This design comes from an exercise in tuning for small area and a short achievable clock period on the open sky130 flow, not from production work. At most, simulation tests tie the RTL to the original design; equivalence was not proved. Power figures rest on the tool's default switching activity, not on a simulated workload.

## chipInterface
module chipInterface(
	input logic [17:0] SW,
	input logic [3:1] KEY,
	input logic KEY0,
	input logic CLOCK_50,
	output logic [6:0] HEX0, HEX1, HEX2, HEX3, HEX4, HEX5, HEX6, HEX7,
	output logic [7:0] LEDG,
	output logic [7:0] VGA_R, VGA_G, VGA_B,
	output logic VGA_BLANK_N, VGA_SYNC_N,
	output logic VGA_VS, VGA_HS
);
	logic clk, reset;
	assign clk = CLOCK_50;
	assign reset = ~KEY0;
	function automatic logic [6:0] bcd7(input logic [3:0] bcd);
		logic w, x, y, z;
		{w, x, y, z} = bcd;
		bcd7[6] = ~w&~x&~y | ~w&x&y&z;
		bcd7[5] = w&x | y&z | w&y | ~x&y | ~w&~x&z;
		bcd7[4] = z | w&y | x&~y;
		bcd7[3] = z&w | w&y | x&y&z | x&~y&~z | ~y&z&~x;
		bcd7[2] = w&x | w&y | ~x&y&~z;
		bcd7[1] = w&x | w&y | x&~y&z | x&y&~z;
		bcd7[0] = w&x | w&y | x&~y&~z | ~w&~x&~y&z;
	endfunction
	function automatic logic [6:0] bcd7to4(input logic [2:0] v);
		logic x, y, z;
		{x, y, z} = v;
		bcd7to4 = {~x & ~y, y | z, x | z, x | (z & ~y), y & ~z, 1'b0, x | (z & ~y)};
	endfunction
	function automatic logic [2:0] popc(input logic [3:0] v);
		popc = {2'b0, v[0]} + {2'b0, v[1]} + {2'b0, v[2]} + {2'b0, v[3]};
	endfunction
	logic c1, c2, goNow;
	logic s1, s2, startGameNow;
	logic k1, k2, LSN, GradeItNow;
	logic gamePlaying, resetMaster, GameWon, GameOver, GameWonOut, ready, masterLoaded;
	always_ff @(posedge clk, posedge reset)
		if (reset) begin
			c1 <= 0; c2 <= 0; goNow <= 0;
			s1 <= 0; s2 <= 0; startGameNow <= 0;
			k1 <= 0; k2 <= 0; LSN <= 0; GradeItNow <= 0;
		end
		else begin
			c1 <= ~KEY[1]; c2 <= c1; goNow <= c1 & ~c2;
			s1 <= ~KEY[2]; s2 <= s1; startGameNow <= s1 & ~s2 & ready;
			k1 <= ~KEY[3]; k2 <= k1; LSN <= k1 & ~k2;
			GradeItNow <= k1 & ~k2 & gamePlaying;
		end
	always_ff @(posedge clk, posedge reset)
		if (reset) begin
			gamePlaying <= 0;
			resetMaster <= 0;
			GameWon <= 0;
		end
		else begin
			gamePlaying <= (~gamePlaying & ~resetMaster & startGameNow) | (gamePlaying & ~GameOver);
			resetMaster <= gamePlaying & GameOver;
  ...
clock: 20.0 ns
lec_check: 0
abc_area: 1
cap_margin: 20
core_margin: 2
core_utilization: 40
slew_margin: 20
standard.sh (not shown) runs the stock make flow with config.mk's settings and CLKGATE_MAP_FILE= SYNTH_SCRIPT=/design/flow/synth_recipe.tcl, a recipe that flattens the netlist after the stock synthesis.
==> flow/flow/run.sh <==
#!/bin/bash
set -euo pipefail
MARGIN=0
CTS="-sink_clustering_enable -repair_clock_nets -buf_list sky130_fd_sc_hd__clkbuf_8 -sink_clustering_size 18 -sink_clustering_max_diameter 60 -dont_use_dummy_load"
bash standard.sh 'BUFFER_PORTS_ARGS=-buffer_cell sky130_fd_sc_hd__buf_1' "CTS_ARGS=$CTS" "SETUP_SLACK_MARGIN=$MARGIN" finish > standard_flow.log 2>&1
Rerun with:
--- a/flow/design.v
+++ b/flow/design.v
@@ -1,21 +1,22 @@
 `default_nettype none
 module GradeZood(
 	input logic GradeZoodNow, CLOCK_50, reset,
 	input logic [2:0] master0, master1, master2, master3,
 	input logic [2:0] guess0, guess1, guess2, guess3,
 	input logic [3:0] seenOutZnarly,
 	output logic [3:0] seenOutZood,
 	output logic zoodDone
 	);
 	logic [3:0] seenOutZoodReg, zoodFinal;
+	assign zoodFinal = seenOutZoodReg;
 	logic [2:0] guessAtIndex;
 	logic [1:0] index;
 	logic indexDone, gradeZoodIndexNow, changeSOZ, resetSeenOutZoodReg;
 	GradeZoodIndex idg(.*);
 	localparam logic [2:0] waiting = 3'd0, changeZ = 3'd5, done = 3'd6, check0 = 3'd1, check1 = 3'd2, check2 = 3'd3, check3 = 3'd4;
 	logic [2:0] currentState, nextState;
 	always_comb
 		case (currentState)
 			waiting: nextState = (~GradeZoodNow) ? waiting : (seenOutZnarly[0] == 0) ? check0 : (seenOutZnarly[1] == 0) ? check1 : (seenOutZnarly[2] == 0) ? check2 : (seenOutZnarly[3] == 0) ? check3 : changeZ;
 			check0: nextState = (~indexDone) ? check0 : (seenOutZnarly[1] == 0) ? check1 : (seenOutZnarly[2] == 0) ? check2 : (seenOutZnarly[3] == 0) ? check3 : changeZ;
 			check1: nextState = (~indexDone) ? check1 : (seenOutZnarly[2] == 0) ? check2 : (seenOutZnarly[3] == 0) ? check3 : changeZ;
@@ -42,29 +43,27 @@
 			check2: begin index = 2; guessAtIndex = guess2; end
 			check3: begin index = 3; guessAtIndex = guess3; end
 			changeZ: begin changeSOZ = 1; gradeZoodIndexNow = 0; end
 			done: begin zoodDone = 1; gradeZoodIndexNow = 0; end
 			default: ;
 		endcase
 	end
 	always_ff @(posedge CLOCK_50, posedge reset)
 		if (reset) begin
 			currentState <= waiting;
 			seenOutZood <= 0;
-			zoodFinal <= 0;
 		end
 		else begin
 			if (changeSOZ)
 				seenOutZood <= zoodFinal;
 			currentState <= nextState;
-			zoodFinal <= seenOutZoodReg;
 		end
 endmodule
 module GradeZoodIndex(
 	input logic gradeZoodIndexNow, CLOCK_50, reset, resetSeenOutZoodReg,
 	input logic [2:0] guessAtIndex,
 	input logic [2:0] master0, master1, master2, master3,
 	input logic [1:0] index,
 	input logic [3:0] zoodFinal, seenOutZnarly,
 	output logic [3:0] seenOutZoodReg,
 	output logic indexDone
 	);
@@ -405,49 +404,50 @@
 			end
 		end
 	function automatic logic [3:0] cellBits(input logic [15:0] r16, input logic [2:0] idx);
 		case (idx)
 			3'd1: cellBits = {1'b0, r16[15:13]};
 			3'd2: cellBits = {1'b0, r16[12:10]};
 			3'd3: cellBits = {1'b0, r16[9:7]};
 			3'd4: cellBits = {1'b0, r16[6:4]};
 			default: cellBits = r16[3:0];
 		endcase
 	endfunction
-	logic [7:0][15:0] ring;
+	logic [6:0][15:0] ring;
 	logic [2:0]       p, pendRow, tgt;
 	logic [15:0]      L, portIn, rowIn;
 	logic             pending, commitNow, w0, rowValid;
 	logic [3:0]       zzIn, C;
 	assign zzIn = zzEncode(Znarly, zoodCount);
 	assign rowIn = {SW[11:0], zzIn};
-	assign p = {dx[1:0], ph};
 	assign pendRow = RoundNumber[2:0] - 3'd1;
 	assign commitNow = pending & (p == pendRow);
 	assign portIn = commitNow ? L : ring[0];
 	assign tgt = (ndx >= 6'd42) ? ngx[2:0] + 3'd1 : ngx[2:0];
 	assign rowValid = gamePlaying & (ngy < RoundNumber) & (w0 | (ngy != 4'd0));
 	always_ff @(posedge clk, posedge reset)
 		if (reset) begin
 			w0 <= 1'b0;
 			pending <= 1'b0;
+			p <= 3'd0;
 		end
 		else begin
 			w0 <= gamePlaying & (w0 | (RoundNumber == 4'd0));
+			p <= (p == 3'd6) ? 3'd0 : p + 3'd1;
 			if (clearGame) pending <= 1'b0;
 			else if (IncRoundNumber & gamePlaying & ~RoundNumber[3]) pending <= 1'b1;
 			else if (commitNow) pending <= 1'b0;
 		end
 	always_ff @(posedge clk) begin
-		ring[6:0] <= ring[7:1];
-		ring[7] <= portIn;
+		ring[5:0] <= ring[6:1];
+		ring[6] <= portIn;
 		if (gamePlaying & (~pending | commitNow)) L <= rowIn;
 		if (p == ngy[2:0]) C <= cellBits(portIn, tgt);
 	end
 	logic [3:0]  cbits;
 	logic [2:0]  shapeG, shapeM, numValue;
 	logic [7:0]  zzSq;
 	logic        zoneX, zoneY;
 	logic        segXa, segXr, segXl, segY0, segYup, segYlo, segY3, segY6;
 	logic [6:0]  isSeg;
 	logic        isNum, inBox, top, bottom, left, right;
 	logic [3:0]  boxX, boxY;
What happened: Final cell count shrinks slightly. Total power hardly moves. Critical path depth is unchanged. Via count goes down slightly. Sequential power shrinks by a few percent. Wire length shrinks slightly. Die area came out lower by a few percent. Clock skew stays flat. Hold slack is worse by 0.039 ns. Synthesized cell count fell by a few percent. Final area decreases by a few percent. Sequential share of layout area came out lower by 1.0 points. Worst setup slack gets worse by 0.0099 ns.
For the first run of this note, only the layout was checked, not whether the RTL still works.

static timing again, ports no longer ideal:
The results above use ideal ports. As a check the final layouts listed here were re-extracted and re-timed, cells and wires unchanged.
Step 1 assumes that a clkbuf_16 drives the clock port and a buf_2 every other input.
Step 2, shift: input delay + t, output delay - t, t = (earliest + latest rising clock arrival at the registers) / 2. This alone moves slack from input paths to output paths.
a / b / c = ideal / step 1 / step 2; a / b = the first two.
run | t (ns) | setup WS [ns] | worst data-port slew with drivers (ns)
the first run | 0.575 | 11.342 / 11.317 / 11.317 | 0.06
the second run | 0.570 | 11.332 / 11.311 / 11.311 | 0.04
After both steps setup and hold are still met in every run listed. For the first run, which loses most, drivers alone change the setup slack by -0.025 ns; drivers and shift together by -0.025 ns.
